From an optimization exercise on the open Yosys and OpenROAD flow, aimed at small area, a short achievable clock period and few clock cycles per item; shortcuts taken in it are not production practice. No functional check of the RTL was part of any run shown here. Power and IR drop assume default switching activity.

$ cat flow/design.v
module md5_tables (
  input  wire [5:0]  step,
  output reg  [31:0] kadd,
  output reg  [7:0]  msel,
  output reg  [3:0]  fnext,    
  output reg  [16:0] rnext     
);
  always @(*) begin
    case (step)
      6'd0: kadd = 32'he8c7b756;
      6'd1: kadd = 32'h242070db;
      6'd2: kadd = 32'hc1bdceee;
      6'd3: kadd = 32'hf57c0faf;
      6'd4: kadd = 32'h4787c62a;
      6'd5: kadd = 32'ha8304613;
      6'd6: kadd = 32'hfd469501;
      6'd7: kadd = 32'h698098d8;
      6'd8: kadd = 32'h8b44f7af;
      6'd9: kadd = 32'hffff5bb1;
      6'd10: kadd = 32'h895cd7be;
      6'd11: kadd = 32'h6b901122;
      6'd12: kadd = 32'hfd987193;
      6'd13: kadd = 32'ha679438e;
      6'd14: kadd = 32'h49b40821;
      6'd15: kadd = 32'hf61e2562;
      6'd16: kadd = 32'hc040b340;
      6'd17: kadd = 32'h265e5a51;
      6'd18: kadd = 32'he9b6c7aa;
      6'd19: kadd = 32'hd62f105d;
      6'd20: kadd = 32'h02441453;
      6'd21: kadd = 32'hd8a1e681;
      6'd22: kadd = 32'he7d3fbc8;
      6'd23: kadd = 32'h21e1cde6;
      6'd24: kadd = 32'hc33707d6;
      6'd25: kadd = 32'hf4d50d87;
      6'd26: kadd = 32'h455a14ed;
      6'd27: kadd = 32'ha9e3e905;
      6'd28: kadd = 32'hfcefa3f8;
      6'd29: kadd = 32'h676f02d9;
      6'd30: kadd = 32'h8d2a4c8a;
      6'd31: kadd = 32'hfffa3942;
      6'd32: kadd = 32'h8771f681;
      6'd33: kadd = 32'h6d9d6122;
      6'd34: kadd = 32'hfde5380c;
      6'd35: kadd = 32'ha4beea44;
      6'd36: kadd = 32'h4bdecfa9;
      6'd37: kadd = 32'hf6bb4b60;
      6'd38: kadd = 32'hbebfbc70;
      6'd39: kadd = 32'h289b7ec6;
      6'd40: kadd = 32'heaa127fa;
      6'd41: kadd = 32'hd4ef3085;
      6'd42: kadd = 32'h04881d05;
      6'd43: kadd = 32'hd9d4d039;
      6'd44: kadd = 32'he6db99e5;
      6'd45: kadd = 32'h1fa27cf8;
      6'd46: kadd = 32'hc4ac5665;
      6'd47: kadd = 32'hf4292244;
      6'd48: kadd = 32'h432aff97;
      6'd49: kadd = 32'hab9423a7;
      6'd50: kadd = 32'hfc93a039;
      6'd51: kadd = 32'h655b59c3;
      6'd52: kadd = 32'h8f0ccc92;
      6'd53: kadd = 32'hffeff47d;
      6'd54: kadd = 32'h85845dd1;
      6'd55: kadd = 32'h6fa87e4f;
      6'd56: kadd = 32'hfe2ce6e0;
      6'd57: kadd = 32'ha3014314;
      6'd58: kadd = 32'h4e0811a1;
      6'd59: kadd = 32'hf7537e82;
      6'd60: kadd = 32'hbd3af235;
      6'd61: kadd = 32'h2ad7d2bb;
      6'd62: kadd = 32'heb86d391;
      6'd63: kadd = 32'h67452301;
      default: kadd = 32'h0;
    endcase
  end
  always @(*) begin
    case (step)
      6'd0: begin msel = 8'b00000100; fnext = 4'b0001; rnext = 17'b00000000000000010; end
      6'd1: begin msel = 8'b00010000; fnext = 4'b0001; rnext = 17'b00000000000000100; end
      6'd2: begin msel = 8'b00000010; fnext = 4'b0001; rnext = 17'b00000000000001000; end
      6'd3: begin msel = 8'b00000001; fnext = 4'b0001; rnext = 17'b00000000000000001; end
      6'd4: begin msel = 8'b10000000; fnext = 4'b0001; rnext = 17'b00000000000000010; end
      6'd5: begin msel = 8'b00010000; fnext = 4'b0001; rnext = 17'b00000000000000100; end
      6'd6: begin msel = 8'b01000000; fnext = 4'b0001; rnext = 17'b00000000000001000; end
      6'd7: begin msel = 8'b00000001; fnext = 4'b0001; rnext = 17'b00000000000000001; end
      6'd8: begin msel = 8'b00000100; fnext = 4'b0001; rnext = 17'b00000000000000010; end
      6'd9: begin msel = 8'b00010000; fnext = 4'b0001; rnext = 17'b00000000000000100; end
      6'd10: begin msel = 8'b00000010; fnext = 4'b0001; rnext = 17'b00000000000001000; end
      6'd11: begin msel = 8'b00000001; fnext = 4'b0001; rnext = 17'b00000000000000001; end
      6'd12: begin msel = 8'b10000000; fnext = 4'b0001; rnext = 17'b00000000000000010; end
      6'd13: begin msel = 8'b00010000; fnext = 4'b0001; rnext = 17'b00000000000000100; end
      6'd14: begin msel = 8'b01000000; fnext = 4'b0001; rnext = 17'b00000000000001000; end
      6'd15: begin msel = 8'b00000010; fnext = 4'b0010; rnext = 17'b00000000000010000; end
      6'd16: begin msel = 8'b00000001; fnext = 4'b0010; rnext = 17'b00000000000100000; end
      6'd17: begin msel = 8'b00100000; fnext = 4'b0010; rnext = 17'b00000000001000000; end
      6'd18: begin msel = 8'b00001000; fnext = 4'b0010; rnext = 17'b00000000010000000; end
      6'd19: begin msel = 8'b01000000; fnext = 4'b0010; rnext = 17'b00000000000010000; end
      6'd20: begin msel = 8'b00000001; fnext = 4'b0010; rnext = 17'b00000000000100000; end
      6'd21: begin msel = 8'b00000001; fnext = 4'b0010; rnext = 17'b00000000001000000; end
      6'd22: begin msel = 8'b00001000; fnext = 4'b0010; rnext = 17'b00000000010000000; end
      6'd23: begin msel = 8'b00000010; fnext = 4'b0010; rnext = 17'b00000000000010000; end
      6'd24: begin msel = 8'b00000001; fnext = 4'b0010; rnext = 17'b00000000000100000; end
      6'd25: begin msel = 8'b00100000; fnext = 4'b0010; rnext = 17'b00000000001000000; end
      6'd26: begin msel = 8'b00001000; fnext = 4'b0010; rnext = 17'b00000000010000000; end
      6'd27: begin msel = 8'b01000000; fnext = 4'b0010; rnext = 17'b00000000000010000; end
      6'd28: begin msel = 8'b00000001; fnext = 4'b0010; rnext = 17'b00000000000100000; end
      6'd29: begin msel = 8'b00000001; fnext = 4'b0010; rnext = 17'b00000000001000000; end
      6'd30: begin msel = 8'b00001000; fnext = 4'b0010; rnext = 17'b00000000010000000; end
      6'd31: begin msel = 8'b00010000; fnext = 4'b0100; rnext = 17'b00000000100000000; end
      6'd32: begin msel = 8'b01000000; fnext = 4'b0100; rnext = 17'b00000001000000000; end
      6'd33: begin msel = 8'b00100000; fnext = 4'b0100; rnext = 17'b00000010000000000; end
      6'd34: begin msel = 8'b10000000; fnext = 4'b0100; rnext = 17'b00000100000000000; end
      6'd35: begin msel = 8'b00010000; fnext = 4'b0100; rnext = 17'b00000000100000000; end
      6'd36: begin msel = 8'b00000010; fnext = 4'b0100; rnext = 17'b00000001000000000; end
      6'd37: begin msel = 8'b00100000; fnext = 4'b0100; rnext = 17'b00000010000000000; end
      6'd38: begin msel = 8'b00000100; fnext = 4'b0100; rnext = 17'b00000100000000000; end
      6'd39: begin msel = 8'b00010000; fnext = 4'b0100; rnext = 17'b00000000100000000; end
      6'd40: begin msel = 8'b01000000; fnext = 4'b0100; rnext = 17'b00000001000000000; end
      6'd41: begin msel = 8'b00100000; fnext = 4'b0100; rnext = 17'b00000010000000000; end
      6'd42: begin msel = 8'b10000000; fnext = 4'b0100; rnext = 17'b00000100000000000; end
      6'd43: begin msel = 8'b00010000; fnext = 4'b0100; rnext = 17'b00000000100000000; end
      6'd44: begin msel = 8'b00000010; fnext = 4'b0100; rnext = 17'b00000001000000000; end
      6'd45: begin msel = 8'b00100000; fnext = 4'b0100; rnext = 17'b00000010000000000; end
      6'd46: begin msel = 8'b00000100; fnext = 4'b0100; rnext = 17'b00000100000000000; end
      6'd47: begin msel = 8'b00000001; fnext = 4'b1000; rnext = 17'b00001000000000000; end
      6'd48: begin msel = 8'b00001000; fnext = 4'b1000; rnext = 17'b00010000000000000; end
      6'd49: begin msel = 8'b01000000; fnext = 4'b1000; rnext = 17'b00100000000000000; end
      6'd50: begin msel = 8'b00100000; fnext = 4'b1000; rnext = 17'b01000000000000000; end
      6'd51: begin msel = 8'b00100000; fnext = 4'b1000; rnext = 17'b00001000000000000; end
      6'd52: begin msel = 8'b00001000; fnext = 4'b1000; rnext = 17'b00010000000000000; end
      6'd53: begin msel = 8'b00000010; fnext = 4'b1000; rnext = 17'b00100000000000000; end
      6'd54: begin msel = 8'b00100000; fnext = 4'b1000; rnext = 17'b01000000000000000; end
      6'd55: begin msel = 8'b00000001; fnext = 4'b1000; rnext = 17'b00001000000000000; end
      6'd56: begin msel = 8'b00001000; fnext = 4'b1000; rnext = 17'b00010000000000000; end
      6'd57: begin msel = 8'b01000000; fnext = 4'b1000; rnext = 17'b00100000000000000; end
      6'd58: begin msel = 8'b00100000; fnext = 4'b1000; rnext = 17'b01000000000000000; end
      6'd59: begin msel = 8'b00100000; fnext = 4'b1000; rnext = 17'b00001000000000000; end
      6'd60: begin msel = 8'b00001000; fnext = 4'b1000; rnext = 17'b00010000000000000; end
      6'd61: begin msel = 8'b00000010; fnext = 4'b1000; rnext = 17'b00100000000000000; end
      6'd62: begin msel = 8'b00100000; fnext = 4'b1000; rnext = 17'b01000000000000000; end
      6'd63: begin msel = 8'b00000000; fnext = 4'b0000; rnext = 17'b10000000000000000; end
      default: begin msel = 8'b0; fnext = 4'b0; rnext = 17'b0; end
    endcase
  end
endmodule
module MD5_custom_SIMD_instruction (clk, reset,
	in_v, rd, vrd1, vrd2,
		in_data, in_vdata1, in_vdata2,
	out_v, out_rd, out_vrd1, out_vrd2,
		out_data, out_vdata1, out_vdata2);
	input clk, reset;
	input in_v;
	input [4:0] rd;
	input [2:0] vrd1, vrd2;
	input [32-1:0] in_data;
	input [256-1:0] in_vdata1, in_vdata2;
	output out_v;
	output [4:0] out_rd;
	output [2:0] out_vrd1, out_vrd2;
	output [32-1:0] out_data;
	output [256-1:0] out_vdata1, out_vdata2;
	wire [511:0] min = {in_vdata2, in_vdata1};
	reg        busy, fin, outv, first;
	reg [5:0]  cnt;
	reg [4:0]  t_rd;
	reg [2:0]  t_vrd1, t_vrd2;
	reg [31:0] a, b, c, d, t;
	reg [31:0] ring [0:15];
	wire       run = busy | fin;
	wire [31:0] kadd;
	wire [7:0]  msel;
	wire [3:0]  fnext;
	wire [16:0] rnext;
	reg  [3:0]  fs;    
	reg  [16:0] rs;    
	md5_tables tab (.step(cnt), .kadd(kadd), .msel(msel), .fnext(fnext), .rnext(rnext));
	wire [7:0] ms = fin ? 8'd0 : msel;
	wire [31:0] mword =
		({32{ms[0]}} & ring[0]) |
		({32{ms[1]}} & ring[1]) |
		({32{ms[2]}} & ring[2]) |
		({32{ms[3]}} & ring[3]) |
		({32{ms[4]}} & ring[5]) |
		({32{ms[5]}} & ring[8]) |
		({32{ms[6]}} & ring[9]) |
		({32{ms[7]}} & ring[10]);
	wire [31:0] kk = fin ? 32'h10325476 : kadd;
	wire [31:0] tsum = d + kk + mword;
	wire [31:0] f = ({32{first}} & 32'hd76aa477) |
		({32{fs[0]}} & ((b & c) | (~b & d))) |
		({32{fs[1]}} & ((d & b) | (~d & c))) |
		({32{fs[2]}} & (b ^ c ^ d)) |
		({32{fs[3]}} & (c ^ (b | ~d)));
	wire [31:0] x = f + t;
	wire [31:0] y =
		({32{rs[0]}} & {x[24:0], x[31:25]}) |
		({32{rs[1]}} & {x[19:0], x[31:20]}) |
		({32{rs[2]}} & {x[14:0], x[31:15]}) |
		({32{rs[3]}} & {x[9:0], x[31:10]}) |
		({32{rs[4]}} & {x[26:0], x[31:27]}) |
		({32{rs[5]}} & {x[22:0], x[31:23]}) |
		({32{rs[6]}} & {x[17:0], x[31:18]}) |
		({32{rs[7]}} & {x[11:0], x[31:12]}) |
		({32{rs[8]}} & {x[27:0], x[31:28]}) |
		({32{rs[9]}} & {x[20:0], x[31:21]}) |
		({32{rs[10]}} & {x[15:0], x[31:16]}) |
		({32{rs[11]}} & {x[8:0], x[31:9]}) |
		({32{rs[12]}} & {x[25:0], x[31:26]}) |
		({32{rs[13]}} & {x[21:0], x[31:22]}) |
		({32{rs[14]}} & {x[16:0], x[31:17]}) |
		({32{rs[15]}} & {x[10:0], x[31:11]}) |
		({32{rs[16]}} & 32'hefcdab89);
	wire [31:0] bn = b + y;
	integer j;
	always @(posedge clk) begin
		if (reset) begin
			busy <= 1'b0;
			fin <= 1'b0;
			outv <= 1'b0;
		end else begin
			busy <= busy ? (cnt != 6'd63) : in_v;
			fin <= busy & (cnt == 6'd63);
			outv <= fin;
		end
		first <= ~run;
		fs <= run ? fnext : 4'd0;
		rs <= run ? rnext : 17'd1;
		cnt <= busy ? cnt + 6'd1 : 6'd0;
		a <= t;
		if (run) begin
			b <= bn;
			c <= b;
			d <= c + (fin ? 32'h98badcfe : 32'd0);
			t <= tsum;
			for (j = 0; j < 16; j = j + 1) ring[(j+1)%16] <= ring[j];
		end else begin
			b <= 32'hefcdab89; c <= 32'h98badcfe; d <= 32'h10325476;
			t <= min[31:0];
			t_rd <= rd; t_vrd1 <= vrd1; t_vrd2 <= vrd2;
			ring[1] <= min[31:0];
			ring[2] <= min[63:32];
			ring[4] <= min[95:64];
			ring[15] <= min[127:96];
			ring[13] <= min[159:128];
			ring[6] <= min[191:160];
			ring[0] <= min[223:192];
			ring[3] <= min[255:224];
			ring[9] <= min[287:256];
			ring[10] <= min[319:288];
			ring[12] <= min[351:320];
			ring[7] <= min[383:352];
			ring[5] <= min[415:384];
			ring[14] <= min[447:416];
			ring[8] <= min[479:448];
			ring[11] <= min[511:480];
		end
	end
	assign out_v = outv;
	assign out_rd = t_rd;
	assign out_vrd1 = t_vrd1;
	assign out_vrd2 = t_vrd2;
	assign out_data = 32'd0;
	assign out_vdata2 = {256{1'b0}};
	assign out_vdata1 = {128'd0, t, d, b, a};
endmodule
$ cat flow/flow/run.sh
#!/bin/bash
# Standard ORFS layout with a tighter setup-repair target and minimum-size port buffers.
set -euo pipefail
bash standard.sh SETUP_SLACK_MARGIN=7.5 "BUFFER_PORTS_ARGS=-buffer_cell sky130_fd_sc_hd__buf_1" finish > standard.log 2>&1
$ cat flow/standard.sh
#!/bin/bash
# synth_recipe.tcl (not shown) runs the flow's synth.tcl, then flattens the netlist and writes it again
# the make line also repeats each setting of config.mk as NAME=value (left out here)
make -C /OpenROAD-flow-scripts/flow DESIGN_CONFIG=/design/flow/config.mk WORK_HOME=/design/flow/orfs CLKGATE_MAP_FILE= SYNTH_SCRIPT=/design/flow/synth_recipe.tcl "${@:-finish}"
$ cat flow/config.mk
export PLATFORM = sky130hd
export DESIGN_NAME = MD5_custom_SIMD_instruction
export DESIGN_NICKNAME = MD5_custom_SIMD_instruction
export VERILOG_FILES = /design/flow/design.v
export SDC_FILE = /design/flow/constraint.sdc
export NUM_CORES = 8
export LEC_CHECK = 0
export CAP_MARGIN = 20
export CORE_AREA = 5 5 385 385
export DIE_AREA = 0 0 390 390
export SLEW_MARGIN = 20
$ cat flow/constraint.sdc
create_clock -name core_clock -period 12.0 [get_ports {clk}]
set_input_delay 2.4000 -clock core_clock [delete_from_list [all_inputs] [get_ports {clk}]]
set_output_delay 2.4000 -clock core_clock [all_outputs]
set_load 0.01 [all_outputs]
==> reports/metrics.yaml, run 1 <==
clocking:
  cts_max_path_buffers: 3
  cts.root.buffer_cell: "sky130_fd_sc_hd__clkbuf_16"
  clock_insertion_delay_worst_skew_ns: 0.74
  cts_num_sinks: 775
  clk_transition_reported_paths_ns: 0.06
  cts_tree: "yes"
  cts_made_buffers: 89
  cts_htree_levels: 3
  ctsHoldBuffers: 0
critical_path:
  criticalPathCategory: "reg -> reg"
  crit_path_max_incr_delay_ns: 0.39
  cp_max_fanout: 7
  slowest_stage: "sky130_fd_sc_hd__dfxtp_4"
  path_delay_family: "buffers and inverters"
  worst-endpoint-arrival_ns: 7.44
  timing.reg2reg.worst_path_depth: 42
  critPathLaunchType: "flop"
  crit_required_ns: 12.58
  worst-path-stages: 42
  worst_path_bufs_invs: 27
  cp_common_cell: "sky130_fd_sc_hd__buf_4"
  cp-end-kind: "flop"
final_layout:
  drive_above_1_share_pct: 12.9
  nNetsFinal: 7060
  areaGrowthSynthToFinish_pct: 24.3
  utilization_pct: 37.1
yosys:
  ys_top_cells_by_area: "sky130_fd_sc_hd__dfxtp_1 (36%), sky130_fd_sc_hd__nand2_1 (16%), sky130_fd_sc_hd__buf_4 (7.3%)"
  netlist-cell-type-count: 88
  post_synth_inst_count: 5621
  syn_area_per_cell_um2: 7.62
  ys_seq_area_share_pct: 36.5
  yosys_warnings: 3
  synth.cells.most_frequent: "sky130_fd_sc_hd__nand2_1 (1,824), sky130_fd_sc_hd__dfxtp_1 (764), sky130_fd_sc_hd__buf_4 (417), sky130_fd_sc_hd__clkbuf_1 (347), sky130_fd_sc_hd__a22oi_1 (215)"
  async_flop_share_pct: 0
  cell_area_after_technology_mapping_um2: 42800
  synth.largest_area_cell: "sky130_fd_sc_hd__dfxtp_1"
  synth-seq-cells: 775
  dominantRegCellSynth: "sky130_fd_sc_hd__dfxtp_1"
  synth_top_area_share_pct: 35.7
  synth_enable_flop_cells: 11
  yosys.cell_count.top_type: "sky130_fd_sc_hd__nand2_1"
timing:
  slew_headroom_pct: 25.0
  post-route-period-util_pct: 57.2
  slew_violations: 0
  finClkSkew_ns: 0.0664
  rsz0062_at_grt: "true"
  timing_hold_violations_final: 0
  period_minus_slack_ns: 6.86
  max_clock_freq_ghz: 0.146
  fin_tns_setup_ns: 0
  setup_violations: 0
  tightestPinTransition_ns: 1.12
floorplan:
  die_footprint_um2: 152000
  dieWidth_um: 390
  pin_count: 1114
  core-area_um2: 143000
  core.rowCount: 139
  die_y_um: 390
  initial_utilization_pct: 29.9
global_routing:
  grt_antenna_before_repair: 38
  globalRoute.totalOverflow: 0
  overall_global_routing_usage_pct: 26.6
  grt_first_pass_wirelength_um: 296000
  maximum_number_of_pins_on_one_net_before_global_route_repair: 220
  number_of_global_route_vias_before_repair: 40654
placed_design:
  dpl.hpwl_um: 156000
  gpl.final_weighted_congestion: 0.962
  port_buffers: 665
detailed_routing:
  antenna_violating_nets_post_route: 0
  detail_route.wirelength_um: 217000
  routedWlPerCell_um: 26.0
  route.detailed.vias_per_inst: 5.24
  initialDrtViolationCount: 4964
  post-route-drc-count: 0
  dr_total_vias: 43663
  number_of_detailed_route_iterations_in_the_first_pass: 9
pwr:
  leakagePower_uw: 0.0236
  cell_internal_pwr_uw: 7010
  total_switching_power_uw: 5010
  irDropWorstVdd_mv: 0.251
  switching_share_pct: 41.7
  p_comb_share_pct: 48.0
  seq_power_share_pct: 28.1
  clockPowerShare_pct: 23.9
  power-per-cell-area_nw_per_um2: 226
run_status:
  status: "complete, no violations"
min_path:
  hold_path_class: "reg -> reg"
  min_path_cells: 2
flow_run:
  cap_viol_max_count: 0
-- power by group through the flow --
stage / combinational, uW / sequential [uW] / clock (uW)
CTS: 5220 / 3370 / 2930
detailed placement: 4250 / 3410 / 0
global route: 6140 / 3400 / 3030
finish: 5770 / 3380 / 2880
floorplan: 3100 / 3180 / 0
global placement: 4230 / 3400 / 0
-- state kept, by name, summed over array words and instances (netlist names), 4 cells and up --
signal	flops
rnext	17
c	32
t_rd	5
t	32
b	32
ring	512
fnext	4
kadd	32
fs	4
d	32
a	32
cnt	6
msel	8
rs	17
-- final timing paths --
check	end	slack, ns	startpoint
min	ring[13][15]	0.42	ring[12][15]
max reg2reg	b[31]	5.14	fs[0]
max	b[31]	5.14	fs[0]
min reg2reg	ring[13][15]	0.42	ring[12][15]
-- tightest hold or removal path: cells and delay by family (launching register included) --
kind	cells	cell delay, ns
flops	1	0.30
simple gates	2	0.10
-- cell families (layout without fill, tap and decap cells) --
| group | count (synthesis) | count (layout) | share of synthesized area, % |
|---|---|---|---|
| and+or+nand+nor | 2497 | 2497 | 24.5 |
| AOI/OAI and AO/OA | 1093 | 1093 | 18.1 |
| buffers and inverters | 915 | 1286 | 11.8 |
| DFF | 775 | 775 | 36.5 |
| adders and majority gates | 168 | 168 | 5.52 |
| xor gates and xnor gates | 159 | 159 | 3.25 |
| muxes | 13 | 13 | 0.348 |
| other | 1 | 433 | 0.00875 |
-- per-layer routing --
layer	wire length, um	vias up	track usage [%]	share of wire, %
met4	10400	26	10.3	4.8
met5	163	-	0	0.075
met2	99300	2365	42.9	46
li1	-	19758	-	-
met3	21900	418	7.57	10
met1	85100	21096	33.6	39
-- area by class of cell --
type | instances | area (um^2)
Clock inverter | 37 | 523
Timing Repair Buffer | 1006 | 5960
Sequential cell | 775 | 15700
Fill cell | 15010 | 90200
Timing Repair inverter | 2 | 32.5
Inverter | 114 | 500
Tap cell | 1903 | 2380
Multi-Input combinational cell | 4346 | 25600
Clock buffer | 127 | 2570
Antenna cell | 17 | 42.5
-- per-stage QoR --
step           instance area, um^2  worst slack [ns]  hold slack (ns)  total power, uW  instances
2_1_floorplan                44700              5.74            0.386             6280       6036
5_1_grt                      53200              4.98            0.429            12600       8313
3_3_place_gp                 45600              3.69            0.404             7630       7884
3_5_place_dp                 45600              3.53            0.404             7660       7884
6_report                     53300              5.14            0.415            12000       8327
4_1_cts                      52300              5.33            0.418            11500       8259
-- placed cells by master, fill, tap and decap left out, types with 31 or more instances in the layout --
cell type	instances
sky130_fd_sc_hd__and2_1	37
sky130_fd_sc_hd__nand2b_1	45
sky130_fd_sc_hd__xnor2_1	75
sky130_fd_sc_hd__nor2b_1	37
sky130_fd_sc_hd__a221o_1	70
sky130_fd_sc_hd__a21oi_1	167
sky130_fd_sc_hd__o21ai_0	132
sky130_fd_sc_hd__a22oi_1	194
sky130_fd_sc_hd__nand4_1	46
sky130_fd_sc_hd__o22ai_1	35
sky130_fd_sc_hd__nand2_1	1815
sky130_fd_sc_hd__ha_4	32
sky130_fd_sc_hd__buf_1	665
sky130_fd_sc_hd__nor3_1	49
sky130_fd_sc_hd__a21o_1	47
sky130_fd_sc_hd__xor2_1	65
sky130_fd_sc_hd__a221oi_1	37
sky130_fd_sc_hd__ha_1	91
sky130_fd_sc_hd__clkbuf_16	90
sky130_fd_sc_hd__inv_1	101
sky130_fd_sc_hd__buf_4	252
sky130_fd_sc_hd__buf_6	41
sky130_fd_sc_hd__a31oi_1	36
sky130_fd_sc_hd__nor2_1	186
sky130_fd_sc_hd__dfxtp_1	730
sky130_fd_sc_hd__nand3_1	104
sky130_fd_sc_hd__conb_1	416
sky130_fd_sc_hd__and3_1	31
-- repair_timing --
| item | CTS | global route |
|---|---|---|
| pin swaps | 162 | 119 |
| endpoints found under the hold margin | 0 | 0 |
| buffers inserted | 194 | 49 |
| endpoints found under the setup margin | 180 | 55 |
| gates resized for setup | 332 | 113 |
| cloned | 17 | 2 |
==> inputs of run 2 (changes only) <==
==> flow/flow/run.sh (replaced) <==
#!/bin/bash
# Standard ORFS layout with a tighter setup-repair target and minimum-size port buffers.
set -euo pipefail
bash standard.sh SETUP_SLACK_MARGIN=8.5 "BUFFER_PORTS_ARGS=-buffer_cell sky130_fd_sc_hd__buf_1" finish > standard.log 2>&1
==> reports/metrics.yaml, run 2 <==
placed_design:
  port_buffers: 665  # unchanged
  gpl.final_weighted_congestion: 0.963  # about the same
  place.detailed.instances: 7890  # +0.076%
  dpl-instance-area_um2: 45800  # +0.29%
  dpl.hpwl_um: 157000  # +0.61%
critical_path:
  criticalPathCategory: "reg -> reg"
  worst-endpoint-arrival_ns: 7.27  # -0.17 ns
  slowest_stage: "sky130_fd_sc_hd__dfxtp_4"
  cp-end-kind: "flop"
  critPathLaunchType: "flop"
  crit_path_max_incr_delay_ns: 0.38  # about the same
  crit_required_ns: 12.60  # +0.02 ns
  cp_max_fanout: 7  # unchanged
detailed_routing:
  route.detailed.vias_per_inst: 5.23  # -0.28%
  post-route-drc-count: 0  # unchanged
  antenna_violating_nets_post_route: 0  # unchanged
  dr_total_vias: 43670  # +0.016%
  initialDrtViolationCount: 5192  # +4.6%
  detail_route.wirelength_um: 217000  # about the same
  number_of_detailed_route_iterations_in_the_first_pass: 9  # unchanged
  routedWlPerCell_um: 26.0  # -0.25%
pwr:
  seq_power_share_pct: 27.7  # -0.4 points
  irDropWorstVdd_mv: 0.244  # -2.5%
  p_total_uw: 12200  # +1.6%
  cell_internal_pwr_uw: 7170  # +2.3%
  p_comb_share_pct: 48.5  # +0.5 points
  clockPowerShare_pct: 23.8  # about the same
  switching_share_pct: 41.3  # -0.42 points
  leakagePower_uw: 0.0245  # +3.8%
  power-per-cell-area_nw_per_um2: 222  # -1.7%
  total_switching_power_uw: 5040  # +0.57%
final_layout:
  top_register: "ring"
  filler_cell_count: 14682  # -2.2%
  layout.cells.most_common: "sky130_fd_sc_hd__nand2_1"
  largest_reg_flops: 512  # unchanged
  drive_above_1_share_pct: 17.3  # +4.4 points
  most-common-layout-cells: "sky130_fd_sc_hd__nand2_1 (1,813), sky130_fd_sc_hd__dfxtp_1 (647), sky130_fd_sc_hd__buf_1 (535)"
  finalInstanceArea_um2: 55100  # +3.4%
  nNetsFinal: 7088  # +0.40%
  areaGrowthSynthToFinish_pct: 28.5
  finalNonFillerCells: 8352  # +0.30%
clocking:
  clk_transition_reported_paths_ns: 0.08  # +0.02 ns
  cts_num_sinks: 775  # unchanged
  cts_htree_levels: 3  # unchanged
  cts_tree: "yes"
  cts.root.buffer_cell: "sky130_fd_sc_hd__clkbuf_16"
  ctsHoldBuffers: 0  # unchanged
  cts_made_buffers: 91  # +2.2%
  cts_max_path_buffers: 3  # unchanged
  clock_insertion_delay_worst_skew_ns: 0.73  # about the same
timing:
  finClkSkew_ns: 0.0696  # +0.00322 ns
  tightestPinTransition_ns: 0.876  # -0.249 ns
  post-route-period-util_pct: 55.6  # -1.5 points
  setup_violations: 0  # unchanged
  slew_violations: 0  # unchanged
  fin_tns_setup_ns: 0  # unchanged
  timing_hold_violations_final: 0  # unchanged
  rsz0062_at_grt: "true"
  period_minus_slack_ns: 6.67  # -0.185 ns
  fin_worst_hold_slack_ns: 0.378  # -0.0371 ns
  slew_headroom_pct: 41.4  # +16 points
  max_clock_freq_ghz: 0.150  # +2.8%
run_status:
  status: "complete, no violations"
yosys:
  cell_area_after_technology_mapping_um2: 42800  # unchanged
  synth_enable_flop_cells: 11  # unchanged
  ys_seq_area_share_pct: 36.5  # unchanged
  async_flop_share_pct: 0  # unchanged
  dominantRegCellSynth: "sky130_fd_sc_hd__dfxtp_1"
  synth_top_area_share_pct: 35.7  # unchanged
  yosys.cell_count.top_type: "sky130_fd_sc_hd__nand2_1"
  ys_top_cells_by_area: "sky130_fd_sc_hd__dfxtp_1 (36%), sky130_fd_sc_hd__nand2_1 (16%), sky130_fd_sc_hd__buf_4 (7.3%)"
  synth.cells.most_frequent: "sky130_fd_sc_hd__nand2_1 (1,824), sky130_fd_sc_hd__dfxtp_1 (764), sky130_fd_sc_hd__buf_4 (417), sky130_fd_sc_hd__clkbuf_1 (347), sky130_fd_sc_hd__a22oi_1 (215)"
  synth-seq-cells: 775  # unchanged
  post_synth_inst_count: 5621  # unchanged
  synth.largest_area_cell: "sky130_fd_sc_hd__dfxtp_1"
  syn_area_per_cell_um2: 7.62  # unchanged
  netlist-cell-type-count: 88  # unchanged
  yosys_warnings: 3  # unchanged
floorplan:
  core-area_um2: 143000  # unchanged
  die_y_um: 390  # unchanged
  die_footprint_um2: 152000  # unchanged
  initial_utilization_pct: 29.9  # unchanged
  pin_count: 1114  # unchanged
  core.rowCount: 139  # unchanged
  dieWidth_um: 390  # unchanged
global_routing:
  grt_first_pass_wirelength_um: 297000  # +0.34%
  grt_busiest_layer: "met2"
  globalRouteMet3Util_pct: 6.32  # -1.3 points
  grt_antenna_before_repair: 31  # -18%
  grtUsageMet1_pct: 34.9  # +1.3 points
  number_of_global_route_vias_before_repair: 40611  # -0.11%
  grt_util_met2_pct: 42.9  # about the same
  globalRoute.totalOverflow: 0  # unchanged
  overall_global_routing_usage_pct: 26.7  # +0.089 points
  maximum_number_of_pins_on_one_net_before_global_route_repair: 203  # -7.7%
flow_run:
  cap_viol_max_count: 0  # unchanged
min_path:
  hold_path_class: "reg -> reg"
==> run 2: cell counts after synthesis <==
Identical to the previous run, type by type.
==> run 2: worst paths after layout <==
path	start	end	slack, ns	cells past startpoint
setup reg to reg	fs[3]	b[31]	5.33	30
hold reg to reg	ring[4][12]	ring[5][12]	0.38	2
hold / removal	ring[4][12]	ring[5][12]	0.38	2
setup / recovery	fs[3]	b[31]	5.33	30
==> run 2: cells by family after synthesis <==
kind of cell | count (synthesis) | synth area share (%)
multiplexers | 13 | 0.348
other | 1 | 0.00875
flip-flops | 775 | 36.5
XOR/XNOR | 159 | 3.25
AND/OR/NAND/NOR | 2497 | 24.5
adder cells (fa/ha/maj) | 168 | 5.52
buffers and inverters | 915 | 11.8
AO/OA/AOI/OAI | 1093 | 18.1
==> run 2: timing repair <==
action,CTS,global route
endpoints found under the hold margin,0,0
setup endpoints to repair,340,259
gates resized for setup,711,246
pin swaps,149,101
setup buffers,167,96
gates cloned,17,2
==> run 2: metal layers <==
layer  share of wire (%)  vias to the layer above
li1                    -                    19798
met1                  40                    21065
met2                  46                     2369
met3                  10                      416
met4                 4.4                       22
met5               0.071                        -
==> run 2: power groups by stage <==
stage                     clock, uW  combinational [uW]  sequential [uW]
after global placement            0                4270             3400
after floorplan                   0                3140             3180
final                          2910                5920             3380
after CTS                      2960                5270             3390
after detailed placement          0                4300             3400
after global routing           3070                6320             3400
==> run 2: stage by stage <==
stage / util (%) / setup WS (ns)
final: 38.4 / 5.33
after global routing: 38.4 / 5.08
after CTS: 37.1 / 5.45
after detailed placement: 31.9 / 3.62
after global placement: 31.9 / 3.70
after floorplan: - / 5.74
==> run 2: area by class of cell <==
type	count	area (um^2)	share of cell area, %
inverter	114	513	0.932
clock buffer	125	2570	4.68
antenna	12	30.0	0.0545
clock inverter	43	576	1.05
sequential	775	16000	29.1
timing repair inverter	1	16.3	0.0295
timing repair buffer	1033	7120	12.9
multi-input combinational	4346	25800	46.9
tap	1903	2380	4.33
==> run 2: critical path, delay by kind of cell, from the launching register on <==
kind	cells	cell delay, ns
compound gates	12	2.99
xor+xnor	1	0.05
fa+ha+maj	2	0.65
buf+inv	4	0.65
flops	1	0.38
simple gates	11	1.83

[port drivers added, routing unchanged]
How much do the figures lean on ideal ports? The routed layouts below were timed once more, with nothing changed but the port constraints. Step 1, drivers: a clkbuf_16 drives clk and a buf_2 each remaining input, both assumed. Step 2 moves the port delays by t, midway between the first and last clock arrival at a register: inputs arrive t later, outputs are due t later. That takes back most of the time a late clock gives input paths. Three values: ideal ports, drivers, drivers and shift; two values: the first two.
run | t, ns | setup WS [ns] | hold WS [ns] | worst slew at a driven data input, ns | cell pins on the clock port's net
run 1 | 0.780 | 5.141 / 5.141 / 5.141 | 0.415 / 0.415 / 0.415 | 0.21 | 1
run 2 | 0.772 | 5.326 / 5.326 / 5.326 | 0.378 / 0.378 / 0.378 | 0.21 | 1
After both steps setup and hold are still met in every run listed.
